Source: an optimization exercise on an open RTL-to-GDS flow (aim: small area). Production flows keep margins and buffers that such runs may drop. The RTL was checked by simulation tests, not by an equivalence proof against the original design.

===== design/flow/config.mk =====
export PLATFORM = sky130hd
export DESIGN_NAME = SYS_TOP
export DESIGN_NICKNAME = SYS_TOP
export VERILOG_FILES = /design/flow/design.v
export SDC_FILE = /design/flow/constraint.sdc
export NUM_CORES = 4
export LEC_CHECK = 0
export CAP_MARGIN = 20
export CORE_MARGIN = 2
export CORE_UTILIZATION = 40
export SLEW_MARGIN = 20

===== design/flow/run.sh =====
#!/bin/bash
# synth_recipe.tcl (not shown) runs the flow's synth.tcl, then flattens the netlist and writes it again
# the make line also repeats each setting of config.mk as NAME=value (left out here)
make -C /OpenROAD-flow-scripts/flow DESIGN_CONFIG=/design/flow/config.mk WORK_HOME=/design/flow/orfs CLKGATE_MAP_FILE= SYNTH_SCRIPT=/design/flow/synth_recipe.tcl finish

===== design/flow/constraint.sdc =====
create_clock -name core_clock -period 40.0 [get_ports {CLK}]
set_input_delay 8.0000 -clock core_clock [delete_from_list [all_inputs] [get_ports {CLK}]]
set_output_delay 8.0000 -clock core_clock [all_outputs]
set_load 0.01 [all_outputs]

===== design/flow/design.v =====
module RST_SYNC #(parameter NUM_STAGES = 2) (
	input wire  CLK,
	input wire  RST,
	output wire SYNC_RST
);
reg [NUM_STAGES-1:0] sync_reg;
always @(posedge CLK or negedge RST) begin
	if(~RST) begin
		sync_reg <= 'b0;
	end
	else begin
		sync_reg <= {sync_reg[NUM_STAGES-2:0],1'b1};
	end
end
assign SYNC_RST = sync_reg[NUM_STAGES-1];
endmodule
module DATA_SYNC #(parameter BUS_WIDTH = 8, NUM_STAGES = 2) (
	input wire 				   CLK,
	input wire 				   RST,
	input wire 				   Bus_Enable,
	input wire [BUS_WIDTH-1:0] Unsync_Bus,
	output reg [BUS_WIDTH-1:0] Sync_Bus,
	output reg 				   Enable_Pulse
);
reg [NUM_STAGES-1:0] MultiFF;
wire Pulse_Gen;
reg enable_ff1;  
integer i;
always @(posedge CLK or negedge RST) begin
	if(~RST) begin
		MultiFF <= 'b0;
	end
	else begin
		MultiFF <= {MultiFF[NUM_STAGES-2:0],Bus_Enable};
	end
end
always @(posedge CLK or negedge RST) begin
	if(~RST) begin
		Sync_Bus <= 'b0;
	end
	else begin
		if (Pulse_Gen) begin
			for (i = 0; i < BUS_WIDTH; i = i + 1) begin
				Sync_Bus[i] <= Unsync_Bus[i];
			end
		end
	end
end
always @(posedge CLK or negedge RST) begin
	if(~RST) begin
		enable_ff1 <= 1'b0;
		Enable_Pulse <= 1'b0;
	end
	else begin
		enable_ff1 <= MultiFF[NUM_STAGES-1];
		Enable_Pulse <= Pulse_Gen;
	end
end
assign Pulse_Gen = (~enable_ff1) & (MultiFF[NUM_STAGES-1]);
endmodule
module DF_SYNC # (parameter BUS_WIDTH = 4)
(
	input wire CLK,
	input wire CE,
	input wire RST,
	input wire [BUS_WIDTH-1:0] ASYNC,
	output wire [BUS_WIDTH-1:0] SYNC
);
reg [BUS_WIDTH-1:0] sync_flop1;
reg [BUS_WIDTH-1:0] sync_flop2;
always @(posedge CLK or negedge RST) begin
	if(~RST) begin
		sync_flop1 <= 'b0;
        sync_flop2 <= 'b0;
	end
	else if (~CE) begin end	 
	else begin
		sync_flop1 <= ASYNC;
        sync_flop2 <= sync_flop1;
	end
end
assign SYNC = sync_flop2;
endmodule
module FIFO_MEM_CNTRL # (parameter ADDRESS_WIDTH = 3, ADDRESS_DEPTH = 8, DATA_WIDTH = 8)
(
	input wire wclk,
	input wire wrst,
	input wire wclken,
	input wire [DATA_WIDTH-1:0] wdata,
	input wire [ADDRESS_WIDTH-1:0] waddr,
	input wire [ADDRESS_WIDTH-1:0] raddr,
	output wire [DATA_WIDTH-1:0] rdata
);
reg [DATA_WIDTH-1:0] memory [ADDRESS_DEPTH-1:0];
integer i;
always @(posedge wclk or negedge wrst) begin
	if (~wrst) begin
		for(i = 0; i < ADDRESS_DEPTH; i = i + 1) begin
            memory[i] <= 'b0;
        end
	end
	else if(wclken) begin
		memory[waddr] <= wdata;
	end
end
assign rdata = memory[raddr];
endmodule
module FIFO_RD # (parameter ADDRESS_WIDTH = 3, ADDRESS_DEPTH = 8)
(
	input wire rclk,
	input wire CE,
	input wire rrst_n,
	input wire rinc,
	input wire [ADDRESS_WIDTH:0] rq2_wptr,
	output wire rempty,
	output wire [ADDRESS_WIDTH-1:0] raddr,
	output reg [ADDRESS_WIDTH:0] rptr
);
reg [ADDRESS_WIDTH:0] rptr_non_gray;
always @(posedge rclk or negedge rrst_n) begin
	if(~rrst_n) begin
    	rptr <= 0 ;
   	end
 	else if (~CE) begin end	 
 	else begin
   		case (rptr_non_gray)
   			4'b0000: rptr <= 4'b0000;
   			4'b0001: rptr <= 4'b0001;
		    4'b0010: rptr <= 4'b0011;
		    4'b0011: rptr <= 4'b0010;
		    4'b0100: rptr <= 4'b0110;
		    4'b0101: rptr <= 4'b0111;
		    4'b0110: rptr <= 4'b0101;
		    4'b0111: rptr <= 4'b0100;
		    4'b1000: rptr <= 4'b1100;
		    4'b1001: rptr <= 4'b1101;
		    4'b1010: rptr <= 4'b1111;
		    4'b1011: rptr <= 4'b1110;
		    4'b1100: rptr <= 4'b1010;
		    4'b1101: rptr <= 4'b1011;
		    4'b1110: rptr <= 4'b1001;
		    4'b1111: rptr <= 4'b1000;
   		endcase
  	end
end
assign rempty = (rptr == rq2_wptr);
always @(posedge rclk or negedge rrst_n) begin
	if(~rrst_n) begin
		rptr_non_gray <= 'b0;
	end
	else if (~CE) begin end	 
	else if (rinc && ~rempty) begin
		rptr_non_gray <= rptr_non_gray + 1;
	end
end
assign raddr = rptr_non_gray[ADDRESS_WIDTH-1:0];
endmodule
module FIFO_WR # (parameter ADDRESS_WIDTH = 3, ADDRESS_DEPTH = 8)
(
	input wire wclk,
	input wire wrst_n,
	input wire winc,
	input wire [ADDRESS_WIDTH:0] wq2_rptr,
	output wire wfull,
	output wire [ADDRESS_WIDTH-1:0] waddr,
	output reg [ADDRESS_WIDTH:0] wptr
);
reg [ADDRESS_WIDTH:0] wptr_non_gray;
always @(posedge wclk or negedge wrst_n) begin
	if(~wrst_n) begin
    	wptr <= 0 ;
   	end
 	else begin
   		case (wptr_non_gray)
   			4'b0000: wptr <= 4'b0000;
   			4'b0001: wptr <= 4'b0001;
		    4'b0010: wptr <= 4'b0011;
		    4'b0011: wptr <= 4'b0010;
		    4'b0100: wptr <= 4'b0110;
		    4'b0101: wptr <= 4'b0111;
		    4'b0110: wptr <= 4'b0101;
		    4'b0111: wptr <= 4'b0100;
		    4'b1000: wptr <= 4'b1100;
		    4'b1001: wptr <= 4'b1101;
		    4'b1010: wptr <= 4'b1111;
		    4'b1011: wptr <= 4'b1110;
		    4'b1100: wptr <= 4'b1010;
		    4'b1101: wptr <= 4'b1011;
		    4'b1110: wptr <= 4'b1001;
		    4'b1111: wptr <= 4'b1000;
   		endcase
  	end
end
assign wfull = ((wptr[1:0] == wq2_rptr[1:0]) && (wptr[2] != wq2_rptr[2]) && (wptr[3] != wq2_rptr[3]));
always @(posedge wclk or negedge wrst_n) begin
	if(~wrst_n) begin
		wptr_non_gray <= 'b0;
	end
	else if (winc && ~wfull) begin
		wptr_non_gray <= wptr_non_gray + 1;
	end
end
assign waddr = wptr_non_gray[ADDRESS_WIDTH-1:0];
endmodule
module ASYNC_FIFO # (parameter DATA_WIDTH = 8, ADDRESS_WIDTH = 3, ADDRESS_DEPTH = 8, BUS_WIDTH = ADDRESS_WIDTH+1)
(
	input wire W_CLK, W_RST, W_INC,
	input wire R_CLK, R_CE, R_RST, R_INC,
	input wire [DATA_WIDTH-1:0] WR_DATA,
	output wire [DATA_WIDTH-1:0] RD_DATA,
	output wire FULL, EMPTY
);
wire [ADDRESS_WIDTH:0] rptr;
wire [ADDRESS_WIDTH:0] wptr;
wire [ADDRESS_WIDTH-1:0] raddr;
wire [ADDRESS_WIDTH-1:0] waddr;
wire [ADDRESS_WIDTH:0] wq2_rptr;
wire [ADDRESS_WIDTH:0] rq2_wptr;
DF_SYNC #(.BUS_WIDTH(BUS_WIDTH)) sync_r2w (
.CLK  (W_CLK),
.CE   (1'b1),
.RST  (W_RST),
.ASYNC(rptr),
.SYNC (wq2_rptr)
);
DF_SYNC #(.BUS_WIDTH(BUS_WIDTH)) sync_w2r (
.CLK  (R_CLK),
.CE   (R_CE),
.RST  (R_RST),
.ASYNC(wptr),
.SYNC (rq2_wptr)
);
FIFO_MEM_CNTRL #(.ADDRESS_WIDTH(ADDRESS_WIDTH), .DATA_WIDTH(DATA_WIDTH), .ADDRESS_DEPTH(ADDRESS_DEPTH)) FIFO_Memory (
.wclk  (W_CLK),
.wrst  (W_RST),
.raddr (raddr),
.waddr (waddr),
.wdata (WR_DATA),
.wclken(W_INC & ~FULL),
.rdata (RD_DATA)
);
FIFO_RD #(.ADDRESS_WIDTH(ADDRESS_WIDTH), .ADDRESS_DEPTH(ADDRESS_DEPTH)) U_FIFO_RD (
.rclk    (R_CLK),
.CE      (R_CE),
.rrst_n  (R_RST),
.raddr   (raddr),
.rptr    (rptr),
.rq2_wptr(rq2_wptr),
.rinc    (R_INC),
.rempty  (EMPTY)
);
FIFO_WR #(.ADDRESS_WIDTH(ADDRESS_WIDTH), .ADDRESS_DEPTH(ADDRESS_DEPTH)) U_FIFO_WR (
.wclk    (W_CLK),
.wrst_n  (W_RST),
.waddr   (waddr),
.wptr    (wptr),
.wq2_rptr(wq2_rptr),
.winc    (W_INC),
.wfull   (FULL)
);
endmodule
module PULSE_GEN (
input  wire CLK,
input wire CE,
input  wire RST,
input  wire LVL_SIG,
output wire PULSE_SIG
);
reg Master_FF, Slave_FF;
always @(posedge CLK or negedge RST)
 begin
    if(~RST) begin
        Master_FF <= 1'b0;
        Slave_FF  <= 1'b0;	
    end
    else if (~CE) begin end	 
    else begin
        Master_FF <= LVL_SIG;
        Slave_FF  <= Master_FF;
    end  
 end
assign PULSE_SIG = Master_FF && ~Slave_FF;
endmodule
module CLK_DIV #(parameter Div_Ratio_Width = 8) (
	input wire 						 i_ref_clk,
	input wire 						 i_rst_n,
	input wire 						 i_clk_en,
	input wire [Div_Ratio_Width-1:0] i_div_ratio,
	output wire 					 o_div_clk,
	output wire 					 o_tick		 
);
wire ClK_DIV_EN;
assign ClK_DIV_EN = i_clk_en && (i_div_ratio != 'b0) && (i_div_ratio != 'b1);
wire Odd;
assign Odd = i_div_ratio[0];
wire [Div_Ratio_Width-2:0] half_div_ratio;
assign half_div_ratio = i_div_ratio >> 1;
wire [Div_Ratio_Width-2:0] half_div_ratio_plus1;
assign half_div_ratio_plus1 = (i_div_ratio >> 1) + 1;
reg div_clk;
assign o_div_clk = div_clk;
reg One_NotZero;
wire toggle_now;
assign toggle_now = Odd ? (One_NotZero ? (counter == half_div_ratio) : (counter == half_div_ratio_plus1))
                        : (counter == half_div_ratio);
assign o_tick = ClK_DIV_EN ? (toggle_now & ~div_clk) : 1'b1;
reg [Div_Ratio_Width-2:0] counter;
always @(posedge i_ref_clk or negedge i_rst_n) begin
	if(~i_rst_n) begin
		div_clk <= 1'b0;
		counter <= 'b1;
		One_NotZero <= 1'b0;
	end
	else if(ClK_DIV_EN) begin
		if (Odd) begin
			if (One_NotZero) begin
				counter <= counter + 1;
				if (counter == half_div_ratio) begin
					div_clk <= ~div_clk;
					counter <= 'b1;
					One_NotZero <= 1'b0;
				end
			end
			else begin
				counter <= counter + 1;
				if (counter == half_div_ratio_plus1) begin
					div_clk <= ~div_clk;
					counter <= 'b1;
					One_NotZero <= 1'b1;
				end
			end
		end
		else begin
			counter <= counter + 1;
			if (counter == half_div_ratio) begin
				div_clk <= ~div_clk;
				counter <= 'b1;
			end
		end
	end
end
endmodule
module CLKDIV_MUX (
input wire [5:0] PreScale,
output reg [7:0] Div_Ratio
);
always @(*) begin
	case(PreScale) 
		6'b100000 : begin
						Div_Ratio = 'd1;				 
					end
		6'b010000 : begin
						Div_Ratio = 'd2;				 
					end	
		6'b001000 : begin
						Div_Ratio = 'd4;				 
					end
		default   : begin
						Div_Ratio = 'd1;				 
					end					
	endcase
end	
endmodule
module Serializer # (parameter Data_Width = 8)
(
	input wire CLK,
	input wire CE,
	input wire RST,
	input wire [Data_Width-1:0] P_DATA,
	input wire Data_Valid,
	input wire Ser_En,
	input wire Busy,
	output wire Ser_Data,
	output reg Ser_Done
);
reg [Data_Width-1:0] Registered_Data;	 
reg [2:0] counter;
always @(posedge CLK or negedge RST) begin
	if (~RST) begin
		Ser_Done <= 1'b0;
		Registered_Data <= 'b0;
		counter <= 'b0;
	end
	else if (~CE) begin end	 
	else if (Data_Valid && ~Busy) begin
		Ser_Done <= 1'b0;
		Registered_Data <= P_DATA;
		counter <= 'b0;
	end
	else if (Ser_En && ~Ser_Done) begin
		Registered_Data <= Registered_Data >> 1;
		counter <= counter + 1;
		Ser_Done <= (counter == 3'b111);
	end
	else begin
		Ser_Done <= 1'b0;
		Registered_Data <= 'b0;
		counter <= 'b0;
	end
end
assign Ser_Data = Registered_Data[0];
endmodule
module Parity_Calc # (parameter Data_Width = 8)
(
	input wire CLK,
	input wire CE,
	input wire RST,
	input wire [Data_Width-1:0] P_DATA,
	input wire Busy,
	input wire PAR_TYP,
	input wire Data_Valid,
	output reg Par_Bit
);
reg [Data_Width-1:0] Hold_data;				 
always @(posedge CLK or negedge RST) begin
	if (~RST) begin
		Par_Bit <= 1'b0;
		Hold_data <= 'b0;
	end
	else if (~CE) begin end	 
	else if (Data_Valid && ~Busy) begin
		Hold_data <= P_DATA;
	end
	else if (PAR_TYP) begin
		Par_Bit <= ~^Hold_data;				 
	end
	else if (~PAR_TYP) begin
		Par_Bit <= ^Hold_data;				 
	end
end
endmodule
module MUX (
	input wire CLK,
	input wire CE,
	input wire RST,
	input wire [1:0] MUX_Sel,
	input wire Start_Bit,
	input wire Ser_Data,
	input wire Par_Bit,
	input wire Stop_Bit,
	output reg TX_OUT
);
always @(posedge CLK or negedge RST) begin
	if (~RST) begin
		TX_OUT <= 1'b0;
	end
	else if (~CE) begin end	 
	else begin
		case (MUX_Sel)
			2'b00 : TX_OUT <= Start_Bit;
			2'b01 : TX_OUT <= Ser_Data;
			2'b11 : TX_OUT <= Par_Bit;
			2'b10 : TX_OUT <= Stop_Bit;
		endcase
	end
end
endmodule
module TX_FSM (
	input wire CLK,
	input wire CE,
	input wire RST,
	input wire Data_Valid,
	input wire PAR_EN,
	input wire Ser_Done,
	output reg Ser_En,
	output reg [1:0] MUX_Sel,
	output reg Busy
);
localparam [1:0] START_Mux  = 2'b00,
				 DATA_Mux   = 2'b01,
				 PARITY_Mux = 2'b11,
				 STOP_Mux   = 2'b10;
typedef enum bit [2:0] {
		IDLE   = 3'b000,
		START  = 3'b001,
		DATA   = 3'b011,
		PARITY = 3'b010,
		STOP   = 3'b110
} state;
state current_state,next_state;
reg busy_comb;
always @(posedge CLK or negedge RST) begin
	if(~RST) begin
		current_state <= IDLE;
		Busy <= 1'b0;
	end 
	else if (~CE) begin end	 
	else begin
		current_state <= next_state;
		Busy <= busy_comb;
	end
end
always @(*) begin
	Ser_En = 1'b0;
	MUX_Sel = STOP_Mux;
	busy_comb = 1'b0;
	case (current_state)
		IDLE     : begin
					if (Data_Valid) begin
						next_state = START;
						MUX_Sel = START_Mux;
						busy_comb = 1'b1;
					end
					else begin
						next_state = IDLE;
					end
			       end
		START    : begin
					next_state = DATA;
					Ser_En = 1'b1;
					MUX_Sel = DATA_Mux;
					busy_comb = 1'b1;
			       end
		DATA     : begin
					if (Ser_Done && PAR_EN) begin
						next_state = PARITY;
						MUX_Sel = PARITY_Mux;
						busy_comb = 1'b1;
					end
					else if (Ser_Done && ~PAR_EN) begin
						next_state = STOP;
						MUX_Sel = STOP_Mux;
						busy_comb = 1'b1;
					end
					else begin
						next_state = DATA;
						Ser_En = 1'b1;
						MUX_Sel = DATA_Mux;
						busy_comb = 1'b1;
					end
			      end
		PARITY  : begin
					next_state = STOP;
					MUX_Sel = STOP_Mux;
					busy_comb = 1'b1;
			      end
		STOP    : begin
					next_state = IDLE;
			      end
		default : begin
					next_state = IDLE;
			   	  end
	endcase
end
endmodule
module UART_TX # (parameter Data_Width = 8)
(
	input wire clk,
	input wire CE,
	input wire rst,
	input wire [Data_Width-1:0] p_data,
	input wire data_valid,
	input wire par_en,
	input wire par_typ,
	output wire tx_out,
	output wire busy
);
wire ser_done,ser_en,ser_data,par_bit;
wire [1:0] mux_sel;
Serializer U_Serializer (
.CLK       (clk),
.CE         (CE),
.RST       (rst),
.Busy      (busy),
.P_DATA    (p_data),
.Data_Valid(data_valid),
.Ser_En    (ser_en),
.Ser_Data  (ser_data),
.Ser_Done  (ser_done)
);
TX_FSM U_FSM (
.CLK       (clk),
.CE         (CE),
.RST       (rst),
.Ser_En    (ser_en),
.Ser_Done  (ser_done),
.Data_Valid(data_valid),
.PAR_EN    (par_en),
.MUX_Sel   (mux_sel),
.Busy      (busy)
);
Parity_Calc U_Parity_Calc (
.CLK       (clk),
.CE         (CE),
.RST       (rst),
.Data_Valid(data_valid),
.Busy      (busy),
.P_DATA    (p_data),
.PAR_TYP   (par_typ),
.Par_Bit   (par_bit)
);
MUX U_MUX (
.CLK      (clk),
.CE         (CE),
.RST      (rst),
.MUX_Sel  (mux_sel),
.Par_Bit  (par_bit),
.Ser_Data (ser_data),
.Start_Bit(1'b0),
.Stop_Bit (1'b1),
.TX_OUT   (tx_out)
);
endmodule
module Data_Sampling (
	input wire clk,
	input wire CE,
	input wire rst,
	input wire data_samp_en,
	input wire [5:0] edge_cnt,
	input wire rx_in,
	input wire [5:0] prescalar,
	output reg sampled_bit
);
wire [5:0] before_middle_sample, middle_sample, after_middle_sample;
assign middle_sample = (prescalar >> 1);
assign before_middle_sample = middle_sample - 1;
assign after_middle_sample  = middle_sample + 1;
reg sample1, sample2, sample3;
always @(posedge clk or negedge rst) begin
	if(~rst) begin
		sampled_bit <= 1'b0;
		sample1 <= 1'b0;
		sample2 <= 1'b0;
		sample3 <= 1'b0;
	end
	else if (~CE) begin end	 
	else if (data_samp_en) begin
		if (edge_cnt == before_middle_sample) begin
            sample1 <= rx_in;
        end
        else if (edge_cnt == middle_sample) begin
            sample2 <= rx_in;
       	end
       	else if (edge_cnt == after_middle_sample) begin
            sample3 <= rx_in;
        end
        else if (edge_cnt == after_middle_sample + 1) begin
        	sampled_bit <= (sample1 & sample2) | (sample2 & sample3) | (sample1 & sample3);
        end
	end
end
endmodule
module Deserializer # (parameter Data_Width = 8)
(
	input wire clk,
	input wire CE,
	input wire rst,
	input wire deser_en,
	input wire sampled_bit,
	output reg [Data_Width-1:0] p_data	
);
always @(posedge clk or negedge rst) begin
	if (~rst) begin
		p_data <= 'b0;
	end
	else if (~CE) begin end	 
	else if (deser_en) begin
        p_data <= {sampled_bit, p_data[Data_Width-1:1]};
    end
end
endmodule
module Edge_Bit_Counter (
	input wire clk,
	input wire CE,
	input wire rst,
	input wire edge_bit_cnt_en,
	input wire [5:0] prescalar,
	output reg [3:0] bit_cnt,
	output reg [5:0] edge_cnt
);
always @(posedge clk or negedge rst) begin
	if(~rst) begin
		bit_cnt <= 4'b0;
		edge_cnt <= 6'b1;
	end
	else if (~CE) begin end	 
	else if (edge_bit_cnt_en) begin
		if (edge_cnt == prescalar) begin
			edge_cnt <= 6'b1;  			 
			bit_cnt <= bit_cnt + 1;
		end
		else begin
			edge_cnt <= edge_cnt + 1;
		end
	end
	else begin
		bit_cnt <= 4'b0;
		edge_cnt <= 6'b1;
	end
end
endmodule
module Par_Check # (parameter Data_Width = 8)
(
	input wire clk,
	input wire CE,
	input wire rst,
	input wire par_typ,
	input wire par_chk_en,
	input wire sampled_bit,
	input wire [Data_Width-1:0] p_data,
	output reg par_err
);
reg parity_bit;
always @(*) begin
	if (par_typ) begin
		parity_bit = ~^p_data;	 
	end
	else begin
		parity_bit = ^p_data;	 
	end
end
always @(posedge clk or negedge rst) begin
	if(~rst) begin
		par_err <= 1'b0;
	end
	else if (~CE) begin end	 
	else if(par_chk_en) begin
		par_err <= ~(sampled_bit == parity_bit);
	end
end
endmodule
module Start_Check (
	input wire clk,
	input wire CE,
	input wire rst,
	input wire start_chk_en,
	input wire sampled_bit,
	output reg start_glitch
);
always @(posedge clk or negedge rst) begin
	if(~rst) begin
		start_glitch <= 1'b0;
	end
	else if (~CE) begin end	 
	else if(start_chk_en) begin
		start_glitch <= sampled_bit;
	end
end
endmodule
module Stop_Check (
	input wire clk,
	input wire CE,
	input wire rst,
	input wire stop_chk_en,
	input wire sampled_bit,
	output reg stop_err
);
always @(posedge clk or negedge rst) begin
	if(~rst) begin
		stop_err <= 1'b0;
	end
	else if (~CE) begin end	 
	else if(stop_chk_en) begin
		stop_err <= ~sampled_bit;
	end
end
endmodule
module RX_FSM (
	input wire clk,
	input wire CE,
	input wire rst,
	input wire rx_in,
	input wire par_en,
	input wire [3:0] bit_cnt,
	input wire [5:0] edge_cnt,
	input wire [5:0] prescalar,
	input wire par_err,
	input wire start_glitch,
	input wire stop_err,
	output reg data_samp_en,
	output reg edge_bit_cnt_en,
	output reg par_chk_en, stop_chk_en, start_chk_en,
	output reg deser_en,
	output reg data_valid
);
typedef enum bit [2:0] {
		IDLE   	     = 3'b000,
		CHK_START    = 3'b001,
		RECEIVE_BITS = 3'b011,
		CHK_PARITY   = 3'b010,
		CHK_STOP_P   = 3'b110,
		CHK_STOP_NP  = 3'b111,
		SEND_DATA    = 3'b101
} state;
state current_state,next_state;
wire sample_ready;
assign sample_ready = (edge_cnt == ((prescalar >> 1) + 3));
reg data_valid_comb;
always @(posedge clk or negedge rst) begin
	if(~rst) begin
		current_state <= IDLE;
		data_valid <= 1'b0;
	end 
	else if (~CE) begin end	 
	else begin
		current_state <= next_state;
		data_valid <= data_valid_comb;
	end
end
always @(*) begin
	data_samp_en = 1'b1;
	edge_bit_cnt_en = 1'b1;
	par_chk_en = 1'b0;
	stop_chk_en = 1'b0;
	start_chk_en = 1'b0;
	deser_en = 1'b0;
	data_valid_comb = 1'b0;
	case (current_state)
		IDLE      : begin
						if (~rx_in) begin
							next_state = CHK_START;
						end
						else begin
							next_state = IDLE;
							data_samp_en = 1'b0;
							edge_bit_cnt_en = 1'b0;
						end
			        end
		CHK_START : begin
						if (bit_cnt == 4'd1) begin
							if (start_glitch) begin
								next_state = IDLE;
								data_samp_en = 1'b0;
								edge_bit_cnt_en = 1'b0;
							end
							else begin
								next_state = RECEIVE_BITS;
								deser_en = 1'b1;
							end
						end
						else begin
							next_state = CHK_START;
							if (sample_ready) begin
								start_chk_en = 1'b1;
							end
							else begin
								start_chk_en = 1'b0;
							end
						end
			        end
	    RECEIVE_BITS: begin
	    				if (bit_cnt == 4'd9) begin
                    		if (par_en) begin
                        		next_state = CHK_PARITY;
                    		end
                    		else begin
                        		next_state = CHK_STOP_NP;
                    		end
                    		deser_en = 1'b0;  
                		end
                		else begin
                    		next_state = RECEIVE_BITS;
                    		if (sample_ready) begin
                        		deser_en = 1'b1;
                    		end
                    		else begin
                        		deser_en = 1'b0;
                    		end
                		end
	    			  end
		CHK_PARITY: begin
						if (bit_cnt == 4'd10) begin
							if (par_err) begin
								next_state = IDLE;
								data_samp_en = 1'b0;
								edge_bit_cnt_en = 1'b0;
							end
							else begin
								next_state = CHK_STOP_P;
							end
						end
						else begin
							next_state = CHK_PARITY;
							if (sample_ready) begin
                        		par_chk_en = 1'b1;
                    		end
                    		else begin
                        		par_chk_en = 1'b0;
                    		end
						end
			        end
		CHK_STOP_NP  : begin
						if (bit_cnt == 4'd9 && edge_cnt == prescalar) begin
							if (stop_err) begin
								next_state = IDLE;
								data_samp_en = 1'b0;
								edge_bit_cnt_en = 1'b0;
							end
							else begin
								next_state = SEND_DATA;
								data_valid_comb = 1'b1;
								data_samp_en = 1'b0;
								edge_bit_cnt_en = 1'b0;
							end
						end
						else begin
							next_state = CHK_STOP_NP;
							if (sample_ready) begin
								stop_chk_en = 1'b1;
							end
							else begin
								stop_chk_en = 1'b0;
							end
						end
			        end
		CHK_STOP_P  : begin
						if (bit_cnt == 4'd10 && edge_cnt == prescalar) begin
							if (stop_err) begin
								next_state = IDLE;
								data_samp_en = 1'b0;
								edge_bit_cnt_en = 1'b0;
							end
							else begin
								next_state = SEND_DATA;
								data_valid_comb = 1'b1;
								data_samp_en = 1'b0;
								edge_bit_cnt_en = 1'b0;
							end
						end
						else begin
							next_state = CHK_STOP_P;
							if (sample_ready) begin
								stop_chk_en = 1'b1;
							end
							else begin
								stop_chk_en = 1'b0;
							end
						end
					  end
		SEND_DATA : begin
						next_state = IDLE;
						data_samp_en = 1'b0;
						edge_bit_cnt_en = 1'b0;
			        end
		default   : begin
						next_state = IDLE;
						data_samp_en = 1'b0;
						edge_bit_cnt_en = 1'b0;
			   	  	end
	endcase
end
endmodule
module UART_RX # (parameter Data_Width = 8)
(
	input wire CLK,
	input wire CE,
	input wire RST,
	input wire [5:0] PRESCALAR,
	input wire PAR_EN,
	input wire PAR_TYP,
	input wire RX_IN,
	output wire [Data_Width-1:0] P_DATA,
	output wire Parity_Error,
	output wire Stop_Error,
	output wire Data_Valid
);
wire deser_en, data_samp_en, edge_bit_cnt_en;
wire par_chk_en, stop_chk_en, start_chk_en;
wire sampled_bit;
wire [5:0] edge_cnt;
wire [3:0] bit_cnt;
wire start_glitch;
Deserializer U_Deserializer (
.deser_en   (deser_en),
.sampled_bit(sampled_bit),
.clk        (CLK),
.CE         (CE),
.rst        (RST),
.p_data     (P_DATA)
);
Data_Sampling U_Data_Sampling (
.sampled_bit (sampled_bit),
.clk         (CLK),
.CE         (CE),
.rst         (RST),
.edge_cnt    (edge_cnt),
.data_samp_en(data_samp_en),
.rx_in       (RX_IN),
.prescalar   (PRESCALAR)
);
Edge_Bit_Counter U_Edge_Bit_Counter (
.clk            (CLK),
.CE         (CE),
.rst            (RST),
.edge_cnt       (edge_cnt),
.prescalar      (PRESCALAR),
.bit_cnt        (bit_cnt),
.edge_bit_cnt_en(edge_bit_cnt_en)
);
RX_FSM U_FSM (
.clk            (CLK),
.CE         (CE),
.rst            (RST),
.edge_cnt       (edge_cnt),
.bit_cnt        (bit_cnt),
.deser_en       (deser_en),
.data_samp_en   (data_samp_en),
.edge_bit_cnt_en(edge_bit_cnt_en),
.rx_in          (RX_IN),
.prescalar      (PRESCALAR),
.par_chk_en     (par_chk_en),
.stop_chk_en    (stop_chk_en),
.start_chk_en   (start_chk_en),
.start_glitch   (start_glitch),
.par_en         (PAR_EN),
.par_err        (Parity_Error),
.stop_err       (Stop_Error),
.data_valid     (Data_Valid)
);
Par_Check U_Par_Check (
.clk        (CLK),
.CE         (CE),
.rst        (RST),
.p_data     (P_DATA),
.sampled_bit(sampled_bit),
.par_chk_en (par_chk_en),
.par_err    (Parity_Error),
.par_typ    (PAR_TYP)
);
Start_Check U_Start_Check (
.clk         (CLK),
.CE         (CE),
.rst         (RST),
.sampled_bit (sampled_bit),
.start_chk_en(start_chk_en),
.start_glitch(start_glitch)
);
Stop_Check U_Stop_Check (
.clk        (CLK),
.CE         (CE),
.rst        (RST),
.sampled_bit(sampled_bit),
.stop_chk_en(stop_chk_en),
.stop_err   (Stop_Error)
);
endmodule
module REG_FILE #(parameter Register_Depth = 16, Register_Width = 8, Address_Width = 4) (
	input wire 						 CLK,
	input wire 						 RST,
	input wire 						 WrEn,
	input wire 						 RdEn,
	input wire [Address_Width-1:0]   Address,
	input wire [Register_Width-1:0]  WrData,
	output reg [Register_Width-1:0]  RdData,
	output reg 						 RdData_Valid,
	output wire [Register_Width-1:0] REG0,
	output wire [Register_Width-1:0] REG1,
	output wire [Register_Width-1:0] REG2,
	output wire [Register_Width-1:0] REG3
);
reg [Register_Width-1:0] Register [Register_Depth-1:0];
integer i;
always @(posedge CLK or negedge RST)
 begin
	if(~RST) begin
		RdData <= 'b0;
		RdData_Valid <= 1'b0;
		for (i = 0; i < Register_Depth; i = i + 1) begin
			if (i == 2) begin
				Register[i] <= 'b100000_01;
			end
			else if (i == 3) begin
				Register[i] <= 'd32;
			end
			else begin
				Register[i] <= 'b0;
			end
		end
	end 
	else if(WrEn && ~RdEn) begin
		Register[Address] <= WrData;
	end
	else if (RdEn && ~WrEn) begin
		RdData <= Register[Address];
		RdData_Valid <= 1'b1;
	end
	else begin
		RdData_Valid <= 1'b0;
	end
 end
assign REG0 = Register[0];
assign REG1 = Register[1];
assign REG2 = Register[2];
assign REG3 = Register[3];
endmodule
module ALU #(parameter Operand_Width = 8, Output_Width = 2*Operand_Width) (
	input wire 		  			   CLK,
	input wire CE,
	input wire		  			   RST,
	input wire 					   EN,
	input wire [Operand_Width-1:0] A,
	input wire [Operand_Width-1:0] B,
	input wire [3:0]  			   ALU_FUN,
	output reg [Output_Width-1:0]  ALU_OUT,
	output reg 					   OUT_VALID
);
always @(posedge CLK or negedge RST)
 begin
 	if (~RST) begin
 		ALU_OUT   <= 'b0;
 		OUT_VALID <= 1'b0;
 	end
 	else if (~CE) begin end	 
 	else if (EN) begin
 		OUT_VALID <= 1'b1;
 		case (ALU_FUN)
			4'b0000 : begin
						ALU_OUT <= A + B;
					  end
			4'b0001 : begin
						ALU_OUT <= A - B;
					  end
			4'b0010 : begin
						ALU_OUT <= A * B;
				  	  end
			4'b0011 : begin
						ALU_OUT <= A / B;
				  	  end
			4'b0100 : begin
						ALU_OUT <= A & B;
				      end
			4'b0101 : begin
						ALU_OUT <= A | B;
				 	  end
			4'b0110 : begin
						ALU_OUT <= ~(A & B);
					  end
			4'b0111 : begin
						ALU_OUT <= ~(A | B);
					  end
			4'b1000 : begin
						ALU_OUT <= A ^ B;
					  end
			4'b1001 : begin
						ALU_OUT <= ~(A ^ B);
					  end
			4'b1010 : begin
						ALU_OUT <= (A == B);
					  end
			4'b1011 : begin
						if(A > B)
							ALU_OUT <= 'd2;
						else
							ALU_OUT <= 'b0;
					  end
			4'b1100 : begin
						if(A < B)
							ALU_OUT <= 'd3;
						else
							ALU_OUT <= 'b0;
					  end
			4'b1101 : begin
						ALU_OUT <= A >> 1;
					  end
			4'b1110 : begin
						ALU_OUT <= A << 1;
					  end
			default : begin
						OUT_VALID <= 'b0;
					  end
		endcase
 	end
 	else begin
 		OUT_VALID <= 1'b0;
 	end
 end
endmodule
module SYS_CTRL #(parameter Output_Width = 16, Register_Width = 8, Address_Width = 4) (
	input  wire 					 CLK,
	input  wire 					 RST,
	input  wire						 FIFO_FULL,
	input  wire [Output_Width-1:0]   ALU_OUT,
	input  wire 					 ALU_OUT_Valid,
	output  reg [3:0] 			     ALU_FUN,
	output  reg 					 ALU_EN,
	output  reg 					 CLK_Gate_EN,
	output  reg [Address_Width-1:0]  Address,
	output  reg 					 WrEn,
	output  reg 					 RdEn,
	output  reg [Register_Width-1:0] WrData,
	input  wire [Register_Width-1:0] RdData,
	input  wire 					 RdData_Valid,
	input  wire [Register_Width-1:0] RX_P_DATA,
	input  wire 					 RX_D_VLD,
	output  reg [Register_Width-1:0] TX_P_DATA,		 
	output  reg 					 TX_D_VLD		 
);
typedef enum bit [3:0] {
		IDLE   	     	= 4'b0000,
		WRITE_ADDR	 	= 4'b0001,
		WRITE_DATA		= 4'b0011,
		READ_ADDR		= 4'b0010,
		READ_DATA	 	= 4'b0110,
		OPERAND_A	 	= 4'b0111,
		OPERAND_B	 	= 4'b0101,
		FUNCTION_ALU	= 4'b0100,
		SEND_ALU_OUT_F1 = 4'b1100,
		SEND_ALU_OUT_F2 = 4'b1101
} state;
state current_state, next_state;
always @(posedge CLK or negedge RST) begin
	if(~RST) begin
		current_state <= IDLE;
	end 
	else begin
		current_state <= next_state;
	end
end
reg [Address_Width-1:0] RegFile_Address;
always @(posedge CLK or negedge RST) begin
	if (~RST) begin
		RegFile_Address <= 'b0;
	end
	else if ((current_state == WRITE_ADDR || READ_ADDR) && RX_D_VLD) begin
		RegFile_Address <= RX_P_DATA;
	end
end
reg [Address_Width-1:0] Hold_Func_ALU;
always @(posedge CLK or negedge RST) begin
	if (~RST) begin
		Hold_Func_ALU <= 'b0;
	end
	else if ((current_state == FUNCTION_ALU) && RX_D_VLD) begin
		Hold_Func_ALU <= RX_P_DATA;
	end
end
always @(*) begin
	ALU_FUN 	= 'b0;
	WrData 		= 'b0;
	TX_P_DATA	= 'b0;
	Address 	= 'b0;
	ALU_EN 		= 1'b0;
	CLK_Gate_EN = 1'b0;
	WrEn 		= 1'b0;
	RdEn 		= 1'b0;
	TX_D_VLD	= 1'b0;
	case (current_state)
		IDLE		: begin
						if (RX_D_VLD) begin
							if (RX_P_DATA == 'hAA) begin
								next_state = WRITE_ADDR;
							end
							else if (RX_P_DATA == 'hBB) begin
								next_state = READ_ADDR;
							end
							else if (RX_P_DATA == 'hCC) begin
								next_state = OPERAND_A;
							end
							else if (RX_P_DATA == 'hDD) begin
								next_state = FUNCTION_ALU;
							end
							else begin
								next_state = IDLE;
							end
						end
						else begin
							next_state = IDLE;
						end
				  	  end
		WRITE_ADDR 	: begin
						if (RX_D_VLD) begin
							next_state = WRITE_DATA;
						end
						else begin
							next_state = WRITE_ADDR;
						end
				  	  end
		WRITE_DATA 	: begin
						if (RX_D_VLD) begin
							next_state = IDLE;
							Address = RegFile_Address;
							WrData = RX_P_DATA;
							WrEn = 1'b1;
						end
						else begin
							next_state = WRITE_DATA;
						end
				  	  end
		READ_ADDR 	: begin
						if (RX_D_VLD) begin
							next_state = READ_DATA;
						end
						else begin
							next_state = READ_ADDR;
						end
				  	  end
		READ_DATA 	: begin
						RdEn = 1'b1;
						Address = RegFile_Address;
						if (RdData_Valid && ~FIFO_FULL) begin
							next_state = IDLE;
							TX_P_DATA = RdData;
							TX_D_VLD = RdData_Valid;
						end
						else begin
							next_state = READ_DATA;
						end
				  	  end
		OPERAND_A 	: begin
						if (RX_D_VLD) begin
							Address = 'h0;
							WrData = RX_P_DATA;
							WrEn = 1'b1;
							next_state = OPERAND_B;
						end
						else begin
							next_state = OPERAND_A;
						end
				  	  end
		OPERAND_B 	: begin
						if (RX_D_VLD) begin
							Address = 'h1;
							WrData = RX_P_DATA;
							WrEn = 1'b1;
							next_state = FUNCTION_ALU;
						end
						else begin
							next_state = OPERAND_B;
						end
				  	  end		  	  		  	  
		FUNCTION_ALU: begin
						CLK_Gate_EN = 1'b1;
						if (RX_D_VLD) begin
							ALU_FUN = RX_P_DATA;
							ALU_EN 	= 1'b1;
							next_state = SEND_ALU_OUT_F1;
						end
						else begin
							next_state = FUNCTION_ALU;
						end
				  	  end
	    SEND_ALU_OUT_F1: begin
	    					ALU_EN 		= 1'b1;
							CLK_Gate_EN = 1'b1;
							ALU_FUN = Hold_Func_ALU;
							if (ALU_OUT_Valid && ~FIFO_FULL) begin
								TX_P_DATA = ALU_OUT[7:0];
								TX_D_VLD = ALU_OUT_Valid;
								next_state = SEND_ALU_OUT_F2;
						 	end
						 	else begin
								next_state = SEND_ALU_OUT_F1;
							end
				  	  	 end
		SEND_ALU_OUT_F2: begin
							ALU_EN 		= 1'b1;
							CLK_Gate_EN = 1'b1;
							ALU_FUN = Hold_Func_ALU;
							TX_P_DATA = ALU_OUT[15:8];
							TX_D_VLD = ALU_OUT_Valid;
							next_state = IDLE;
				  	  	 end
		default 	: begin
						next_state = IDLE;
					  end 
	endcase
end
endmodule
module SYS_TOP #(parameter RST_SYNC_STAGES = 2, DATA_WIDTH = 8, Output_Width = 2*DATA_WIDTH , DATA_SYNC_STAGES = 2, Div_Ratio_Width = 8,
					FIFO_ADDRESS_WIDTH = 3, MEMORY_DEPTH = 8, POINTER_WIDTH = FIFO_ADDRESS_WIDTH + 1,REG_FILE_ADDRESS_WIDTH = 4,
					REG_FILE_DEPTH = 16)
(
 input  wire RST_N,
 input  wire CLK,
 input  wire UART_RX_IN,
 output wire UART_TX_O,
 output wire parity_error,
 output wire framing_error
);
wire [DATA_WIDTH-1:0] RX_Out_UnSync;
wire 				  RX_Valid_UnSync;
wire [DATA_WIDTH-1:0] RX_Out_Sync;
wire				  RX_Valid_Sync;
wire 							  ALU_EN;
wire [3:0] 						  ALU_FUN;
wire 							  CLK_Gate_EN;
wire 							  WrEn;
wire 							  RdEn;
wire [REG_FILE_ADDRESS_WIDTH-1:0] Reg_file_Address;
wire [DATA_WIDTH-1:0] 			  Reg_WrData;
wire [DATA_WIDTH-1:0] 			  FIFO_WR_DATA;		 
wire 							  WR_INC;			 
wire [Div_Ratio_Width-1:0] 		  RX_DIV_RATIO;
wire [Output_Width-1:0] ALU_OUT;
wire 					ALU_OUT_Valid;
wire [DATA_WIDTH-1:0] Reg_RdData;
wire 				  RdData_Valid;
wire [DATA_WIDTH-1:0] REG0;
wire [DATA_WIDTH-1:0] REG1;
wire [DATA_WIDTH-1:0] REG2;
wire [DATA_WIDTH-1:0] REG3;
wire 				  FULL;
wire 				  EMPTY;
wire [DATA_WIDTH-1:0] FIFO_RD_DATA;
wire Busy;
wire RD_INC;
wire TX_CE;
wire RX_CE;
wire SYNC_RST_REF;
wire SYNC_RST_UART;
RST_SYNC #(.NUM_STAGES(RST_SYNC_STAGES)) RST_SYNC_1 (
.CLK     (CLK),
.RST     (RST_N),
.SYNC_RST(SYNC_RST_REF)
);
assign SYNC_RST_UART = SYNC_RST_REF;
DATA_SYNC #(.NUM_STAGES(DATA_SYNC_STAGES), .BUS_WIDTH(DATA_WIDTH)) U_DATA_SYNC (
.CLK         (CLK),
.RST         (SYNC_RST_REF),
.Unsync_Bus  (RX_Out_UnSync),
.Sync_Bus    (RX_Out_Sync),
.Bus_Enable  (RX_Valid_UnSync),
.Enable_Pulse(RX_Valid_Sync)
);
ASYNC_FIFO #(.DATA_WIDTH(DATA_WIDTH), .ADDRESS_WIDTH(FIFO_ADDRESS_WIDTH), .BUS_WIDTH(POINTER_WIDTH), .ADDRESS_DEPTH(MEMORY_DEPTH)) U_ASYNC_FIFO (
.W_CLK  (CLK),
.W_RST  (SYNC_RST_REF),
.W_INC  (WR_INC),
.R_CLK  (CLK),
.R_CE   (TX_CE),
.R_RST  (SYNC_RST_UART),
.R_INC  (RD_INC),
.WR_DATA(FIFO_WR_DATA),
.RD_DATA(FIFO_RD_DATA),
.FULL   (FULL),
.EMPTY  (EMPTY)
);
PULSE_GEN U_PULSE_GEN (
.CLK      (CLK),
.CE       (TX_CE),
.RST      (SYNC_RST_UART),
.LVL_SIG  (Busy),
.PULSE_SIG(RD_INC)
);
CLK_DIV #(.Div_Ratio_Width(Div_Ratio_Width)) U_CLK_DIV_TX (
.i_ref_clk  (CLK),
.i_rst_n    (SYNC_RST_UART),
.i_clk_en   (1'b1),
.i_div_ratio(REG3),
.o_div_clk  (),
.o_tick     (TX_CE)
);
CLKDIV_MUX U_CLKDIV_MUX (
.PreScale (REG2[7:2]),
.Div_Ratio(RX_DIV_RATIO)
);
CLK_DIV #(.Div_Ratio_Width(Div_Ratio_Width)) U_CLK_DIV_RX (
.i_ref_clk  (CLK),
.i_rst_n    (SYNC_RST_UART),
.i_clk_en   (1'b1),
.i_div_ratio(RX_DIV_RATIO),
.o_div_clk  (),
.o_tick     (RX_CE)
);
UART_TX #(.Data_Width(DATA_WIDTH)) U_UART_TX (
.clk       (CLK),
.CE        (TX_CE),
.rst       (SYNC_RST_UART),
.p_data    (FIFO_RD_DATA),
.data_valid(~EMPTY),
.par_en    (REG2[0]),
.par_typ   (REG2[1]),
.tx_out    (UART_TX_O),
.busy      (Busy)
);
UART_RX #(.Data_Width(DATA_WIDTH)) U_UART_RX (
.CLK         (CLK),
.CE          (RX_CE),
.RST         (SYNC_RST_UART),
.PRESCALAR   (REG2[7:2]),
.PAR_EN      (REG2[0]),
.PAR_TYP     (REG2[1]),
.RX_IN       (UART_RX_IN),
.P_DATA      (RX_Out_UnSync),
.Data_Valid  (RX_Valid_UnSync),
.Parity_Error(parity_error),
.Stop_Error  (framing_error)
);
REG_FILE #(.Address_Width(REG_FILE_ADDRESS_WIDTH), .Register_Width(DATA_WIDTH), .Register_Depth(REG_FILE_DEPTH)) U_REG_FILE (
.CLK         (CLK),
.RST         (SYNC_RST_REF),
.WrEn        (WrEn),
.RdEn        (RdEn),
.Address     (Reg_file_Address),
.WrData      (Reg_WrData),
.RdData      (Reg_RdData),
.RdData_Valid(RdData_Valid),
.REG0        (REG0),
.REG1        (REG1),
.REG2        (REG2),
.REG3        (REG3)
);
ALU #(.Operand_Width(DATA_WIDTH), .Output_Width(Output_Width)) U_ALU (
.CLK      (CLK),
.CE       (CLK_Gate_EN),
.RST      (SYNC_RST_REF),
.EN       (ALU_EN),
.A        (REG0),
.B        (REG1),
.ALU_FUN  (ALU_FUN),
.ALU_OUT  (ALU_OUT),
.OUT_VALID(ALU_OUT_Valid)
);
SYS_CTRL #(.Output_Width(Output_Width), .Register_Width(DATA_WIDTH), .Address_Width(REG_FILE_ADDRESS_WIDTH)) U_SYS_CTRL (
.CLK          (CLK),
.RST          (SYNC_RST_REF),
.CLK_Gate_EN  (CLK_Gate_EN),
.FIFO_FULL    (FULL),
.ALU_FUN      (ALU_FUN),
.ALU_OUT      (ALU_OUT),
.ALU_OUT_Valid(ALU_OUT_Valid),
.ALU_EN       (ALU_EN),
.Address      (Reg_file_Address),
.RdEn         (RdEn),
.WrEn         (WrEn),
.RdData       (Reg_RdData),
.RdData_Valid (RdData_Valid),
.WrData       (Reg_WrData),
.RX_P_DATA    (RX_Out_Sync),
.RX_D_VLD     (RX_Valid_Sync),
.TX_P_DATA    (FIFO_WR_DATA),
.TX_D_VLD     (WR_INC)
);
endmodule

==> reports/qor.yml <==
run_status:
  status: "no timing/DRC/antenna violations"
yosys:
  ys_warn_count: 25
  ys_types: 89
  synth_edf_count: 0
  syn_avg_cell_area_um2: 9.13
  yosys.area.top_type_share_pct: 34.5
  synth_area_um2: 25000
  synth_cells: 2734
  synth-seq-cells: 350
  synthFlopType: "dfrtp_1"
  async_reset_ff_share_pct: 100
  seq_area_frac_synth_pct: 35.1
  synth.area.top_cells: "dfrtp_1 34%, ha_1 9.7%, mux2_2 8.2%"
  synth_area_leader_cell: "dfrtp_1"
setup_path:
  critical_path.max_fanout: 18
  cpMostUsedCell: "o21a_1"
  cp.arrival_ns: 32.23
  critPathLaunchType: "flip-flop"
  end_kind: "flip-flop"
  worst_path_largest_cell_delay_ns: 0.75
  critPathRequiredTime_ns: 40.41
  cp_top_family: "compound AO/OA/AOI/OAI gates"
  critical-path-slowest-cell: "a211oi_2"
  path_buf_inv: 4
  path_class: "reg -> reg"
sta:
  grt_setup_unrepaired: "no"
  tightest_slew_ns: 1.07
  hold_violations: 0
  slew-limit-headroom_pct: 28.0
  timing.fmax_mhz: 31.4
  setup_viol: 0
  fin_tns_setup_ns: 0
  fin_crit_sh_pct: 79.6
  period_needed_ns: 31.83
  maxSlewViolCount: 0
  finClkSkew_ns: 0.0286
route:
  drt_wl_total_um: 71000
  ant_nets: 0
  drc: 0
  first_pass_iters: 6
  via_per_inst: 5.84
  vias: 20875
  routedWlPerCell_um: 19.9
  first_iter_violations: 1650
placed_design:
  dpl.hpwl_um: 51300
  port_buffers: 5
  gp_congestion: 0.972
cells_and_area:
  synthToLayoutAreaGrowth_pct: 8.99
  largest_register: "U_REG_FILE.Register"
  fill_cells: 6026
  drive_above_1_share_pct: 12.1
  final_util_pct: 44.1
  largest_reg_flops: 128
  reg_top3: "U_REG_FILE.Register: 128 flops, U_ASYNC_FIFO.FIFO_Memory.memory: 64 flops, U_ALU.ALU_OUT: 16 flops"
  num-nets-final: 2943
grt:
  grt_pass1_wl_um: 114000
  first_global_vias: 20551
  grt_overflow: 0
  track_usage_pct: 22.1
  grt_max_degree: 155
  antenna_found_initial: 0
clock_network:
  numClockSinks: 350
  path_clk_slew_ns: 0.06
  holdBufCountCts: 0
  root_buffer: "clkbuf_16"
  clk_latency_ns: 0.57
  clk_path_buf_depth: 3
  cts_buffers: 40
  cts_resized: 0
  h-tree-depth: 2
  cts_setup_buffers: 0
  cts_tree: "built"
run:
  max-cap-violations: 0
floorplan:
  fp.dieW_um: 254
  dieArea_um2: 64400
  initial_utilization_pct: 40.5
  rows: 91
  core_um2: 61700
  ioPinCount: 6
  die_h_um: 254
hold_path:
  hp-class: "reg -> async"
## synth_stat cells (17+ instances only)
master,number
nand4_1,33
o21a_1,56
nor3_1,84
a22oi_1,45
nor2b_1,19
clkbuf_1,112
xor2_1,62
ha_1,193
inv_1,118
fa_1,38
nand2_1,311
a31oi_1,18
nor2_1,246
o21ai_0,163
a221oi_1,17
o31ai_1,29
nand3_1,45
a21o_1,35
mux2_2,181
xnor2_1,69
a22o_1,22
a21oi_1,157
nor4_1,18
o211ai_1,23
a211oi_1,17
o22ai_1,21
a222oi_1,23
dfrtp_1,344
## layout by cell type (no fill, tap or decap), drive strengths merged, types with 33 or more instances in the layout
cell / n
a21oi: 159
dfrtp: 344
nor3: 84
buf: 41
a21o: 35
inv: 120
mux2: 183
nand3: 46
nor2: 246
xor2: 62
o21a: 56
nand2: 311
clkbuf: 60
nand4: 33
o21ai: 168
ha: 193
xnor2: 69
a22oi: 45
fa: 38
## cell type report
class / instances / area [um2] / share of cell area (%)
tap: 837 / 1050 / 3.85
clock buffer: 59 / 1160 / 4.27
inverter: 122 / 458 / 1.68
sequential: 350 / 8770 / 32.2
clock inverter: 11 / 85.1 / 0.313
multi-input combinational: 2146 / 15300 / 56.2
antenna: 1 / 2.50 / 0.00919
timing repair buffer: 49 / 397 / 1.46
## path summary, 6_finish.rpt
path / from / endpoint / slack (ns) / cells past startpoint
max reg2reg: U_REG_FILE.Register[1][0] / U_ALU.ALU_OUT[0] / 8.17 / 132
min in group core_clock: U_ASYNC_FIFO.sync_r2w.sync_flop1[2] / U_ASYNC_FIFO.sync_r2w.sync_flop2[2] / 0.35 / 0
min: RST_SYNC_1.sync_reg[1] / U_REG_FILE.Register[3][7] / 0.32 / 0
min reg2reg: RST_SYNC_1.sync_reg[1] / U_REG_FILE.Register[3][7] / 0.32 / 0
max: U_REG_FILE.Register[1][0] / U_ALU.ALU_OUT[0] / 8.17 / 132
max in group asynchronous: RST_N / RST_SYNC_1.sync_reg[1] / 32.24 / 1
## cells by family after synthesis
family / after synthesis / share of synthesized area, %
mux: 196 / 8.85
compound gates: 710 / 18.8
flops: 350 / 35.1
buf+inv: 245 / 3.83
xor+xnor: 131 / 4.59
fa+ha+maj: 234 / 12.8
other cells: 2 / 0.0301
simple gates: 866 / 15.9
## routing by layer
layer | GRT usage [%] | up-vias | routed length (um)
met3 | 2.87 | 144 | 3810
met1 | 29.7 | 10293 | 31300
met4 | 7.43 | 0 | 2380
met2 | 36.8 | 635 | 33500
met5 | 0 | - | 0
li1 | - | 9803 | -
## stage by stage
stage | cells | setup slack, ns | instance area, um2 | hold slack (ns)
final | 3575 | 8.17 | 27200 | 0.319
after detailed placement | 3503 | 8.73 | 26000 | 0.335
after CTS | 3573 | 8.57 | 27200 | 0.348
after floorplan | 2741 | 12.53 | 25000 | 0.331
after global routing | 3574 | 5.30 | 27200 | 0.357
after global placement | 3500 | 9.83 | 25900 | 0.332

re-timing with driven ports:
The results above use ideal ports. As a check the final layout listed here was re-extracted and re-timed, cells and wires unchanged. Step 1 sets driving cells, clkbuf_16 on the clock port and buf_2 on the other inputs (assumed; they add their load-dependent delay and slew). Step 2 adds t to the input delays and takes it off the output delays; t is the mean of the earliest and latest rising clock arrival at the registers after step 1. Input paths then give back, and output paths get back, about the clock's delay inside the block. Slacks: ideal / step 1 / step 2; pairs: ideal / step 1.
shift t [ns]: 0.600
slack for setup (ns): 8.173 / 8.173 / 8.173
worst setup path at the end: register to register
worst data-port slew with drivers (ns): 0.03
After both steps this run still meets setup and hold. For this run, drivers alone change the setup slack by 0.000 ns; drivers and shift together by 0.000 ns.
